From an optimization exercise on the open Yosys and OpenROAD flow, aimed at small area; shortcuts taken in it are not production practice.
Only simulation tests tie the RTL to the original design; equivalence was not proved.
No activity file was given, so power comes from the tool's default toggle rates.

## sierra
==> flow/design.v (excerpt) <==
module RISC (destinoWrWB,escribir,PCsrc,result,PCoutMEM,NReset,clk,alu_outMEM,WriteDataInMEM,datoMemOut,InstruccionIn,PCinIF,MemWriteInMEM);
  input  [31:0] datoMemOut,InstruccionIn;
  input         NReset,clk;
  output        escribir,PCsrc,MemWriteInMEM;
  output [3:0]  destinoWrWB;
  output [31:0] result,PCoutMEM,alu_outMEM,PCinIF,WriteDataInMEM;
  reg [31:0] pc;                  
  reg [3:0]  opD;                 
  reg [27:0] insD;                
  reg [11:0] extD;                
  reg [3:0]  opE;                 
  reg [27:0] insE;
  reg [11:0] extE;
  reg [31:0] aluM;                
  reg [31:0] xM;                  
  reg        jumpM,brJM,brEqM,brNeM,memwM,regwM,ldM;
  reg [3:0]  dstM;
  reg [31:0] resW;                
  reg        wrW;
  reg [3:0]  dstW;
  reg [31:0]  rf [0:15];          
  reg [15:0]  rfv;                
  reg [15:0]  selA, selB;         
  wire zeroM  = ~|aluM;
  wire pcsrcM = brJM | (brEqM & zeroM) | (brNeM & ~zeroM);
  wire [31:0] pc1 = pc + 32'd1;
  wire [16:0] im  = InstruccionIn[16:0];
  wire [16:0] tp  = pc[16:0] ^ im;
  wire [16:0] tg  = pc[16:0] & im;
  wire [16:0] ts0, tsm;
  wire [4:0]  tbc;
  assign tbc[0] = 1'b1;
  genvar tk, tj;
  generate
    for (tk = 0; tk < 4; tk = tk + 1) begin : TBLK
      localparam integer LO = 4*tk;
      localparam integer W  = (tk == 3) ? 5 : 4;
      wire [W:0] cc;
      wire [W:0] t;
      assign cc[0] = (tk == 0) ? 1'b1 : 1'b0;
      assign t[0]  = (tk == 0) ? 1'b0 : tbc[tk];
      for (tj = 0; tj < W; tj = tj + 1) begin : TBIT
  ...
For scale: ~2,500 cells after synthesis, about 790 flip-flops, about 230 I/O pins, roughly 34,000 um2 of cells after synthesis.
==> flow/config.mk <==
export PLATFORM = sky130hd
export DESIGN_NAME = RISC
export DESIGN_NICKNAME = RISC
export VERILOG_FILES = /design/flow/design.v
export SDC_FILE = /design/flow/constraint.sdc
export NUM_CORES = 4
export LEC_CHECK = 0
export CAP_MARGIN = 20
export CORE_MARGIN = 2
export CORE_UTILIZATION = 60
export SLEW_MARGIN = 20
==> flow/constraint.sdc <==
create_clock -name core_clock -period 8.0 [get_ports {clk}]
set_input_delay 1.6000 -clock core_clock [delete_from_list [all_inputs] [get_ports {clk}]]
set_output_delay 1.6000 -clock core_clock [all_outputs]
set_load 0.01 [all_outputs]
standard.sh (not shown) runs the stock make flow with config.mk's settings and CLKGATE_MAP_FILE= SYNTH_SCRIPT=/design/flow/synth_recipe.tcl, a recipe that flattens the netlist after the stock synthesis.
==> flow/flow/run.sh <==
#!/bin/bash
# Own flow: the standard layout (standard.sh), with two changes:
#  - the port buffers use the smallest buffer cell (buf_1) instead of the one
#    buffer_ports picks by default;
#  - clock tree synthesis clusters more sinks per leaf buffer and adds no dummy loads.
# Each tool's output goes to the ORFS logs; standard.sh's output to standard.log.
set -e
export BUFFER_PORTS_ARGS="-buffer_cell sky130_fd_sc_hd__buf_1"
export CTS_ARGS="-sink_clustering_enable -repair_clock_nets -dont_use_dummy_load -sink_clustering_size 30 -sink_clustering_max_diameter 60"
bash standard.sh > standard.log 2>&1
Edits applied to the flow inputs when going from sierra to raven:
- swapping 20 for 0 in CAP_MARGIN
- swapping 20 for 0 in SLEW_MARGIN
-- flow/flow/run.sh --
<<< sierra, line 7
set -e
export BUFFER_PORTS_ARGS="-buffer_cell sky130_fd_sc_hd__buf_1"
export CTS_ARGS="-sink_clustering_enable -repair_clock_nets -dont_use_dummy_load -sink_clustering_size 30 -sink_clustering_max_diameter 60"
bash standard.sh > standard.log 2>&1
>>> raven, line 7
set -e
export BUFFER_PORTS_ARGS="-buffer_cell sky130_fd_sc_hd__buf_1"
export CTS_ARGS="-sink_clustering_enable -repair_clock_nets -dont_use_dummy_load -sink_clustering_size 35 -sink_clustering_max_diameter 70"
bash standard.sh > standard.log 2>&1
[summary]
raven: met2 track utilization from global routing higher than sierra. Final area (lower): raven. Compared with sierra, in raven routed wire length flat; first-pass GRT wire length stayed essentially flat; highest clock rate up 0.62 MHz; final-layout worst hold slack now sits higher; detailed-routing iteration count for the pre-antenna-repair pass down 1. [raven vs sierra] area added between synthesis and finish: lower in raven. [compare] base=sierra new=raven: sequential share of cell area went up 0.36 points; non-clock buffer share of cell area held.
### raven -> cedar
- putting PLACE_DENSITY at 0.75 where nothing was set
- swapping 0 for 20 in SLEW_MARGIN
- swapping 0 for 20 in CAP_MARGIN
### Flow results
- Diff raven..cedar | sum of negative setup slack | negligible
- From raven to cedar the numbers moved as follows: maximum clock frequency dropped 4.7%, number of buffers and inverters on the critical path went down 1, final RePlAce weighted congestion went down about 0.3%.
- NOTE: critical path depth in cedar falls short of that of raven
- Diff raven -> cedar | aggregate routed wire length | down by a few percent
--- input diff cedar..tundra ---
- SLEW_MARGIN now 0, was 20
- CAP_MARGIN now 0, was 20
- PLACE_DENSITY no longer set, was 0.75
-- flow/flow/run.sh --
<<< cedar, line 7
set -e
export BUFFER_PORTS_ARGS="-buffer_cell sky130_fd_sc_hd__buf_1"
export CTS_ARGS="-sink_clustering_enable -repair_clock_nets -dont_use_dummy_load -sink_clustering_size 35 -sink_clustering_max_diameter 70"
bash standard.sh > standard.log 2>&1
>>> tundra, line 7
set -e
export BUFFER_PORTS_ARGS="-buffer_cell sky130_fd_sc_hd__buf_1"
export CTS_ARGS="-sink_clustering_enable -repair_clock_nets -dont_use_dummy_load -sink_clustering_size 45 -sink_clustering_max_diameter 70"
bash standard.sh > standard.log 2>&1
### Flow results
The flow did not stop early for tundra: all stages ran, and the layout cleared the timing, DRC and antenna checks.
cedar -> tundra: total power after layout flat
Taking cedar over tundra, the detailed-routed wire length on met3 ratio works out to 1.06.
tundra -> cedar: net count after synthesis delta 0, exact match
tundra vs. cedar: highest net fanout along the worst path down 21; portion of total power attributed to sequential cells now sits lower.

==> afterwards: timing with drivers on the ports <==
No port has a modelled driver above. Below, the same layouts with a new extraction and two added sets of constraints. Step 1: set_driving_cell puts a clkbuf_16 on clk and a buf_2 on each other input, an assumption about the parent block. Step 2 adds t to the input delays and takes it off the output delays; t is the mean of the earliest and latest rising clock arrival at the registers after step 1. Input paths then give back, and output paths get back, about the clock's delay inside the block. Three values: ideal, step 1, step 2; two values: the first two.
run | t (ns) | slack for setup (ns) | clock arrival spread, ns
sierra | 0.688 | 1.509 / 1.509 / 1.509 | 0.064 / 0.065
raven | 0.659 | 1.535 / 1.535 / 1.535 | 0.045 / 0.045
cedar | 0.658 | 1.218 / 1.218 / 1.218 | 0.066 / 0.065
tundra | 0.659 | 1.535 / 1.535 / 1.535 | 0.045 / 0.045
After both steps setup and hold are still met in every run listed.
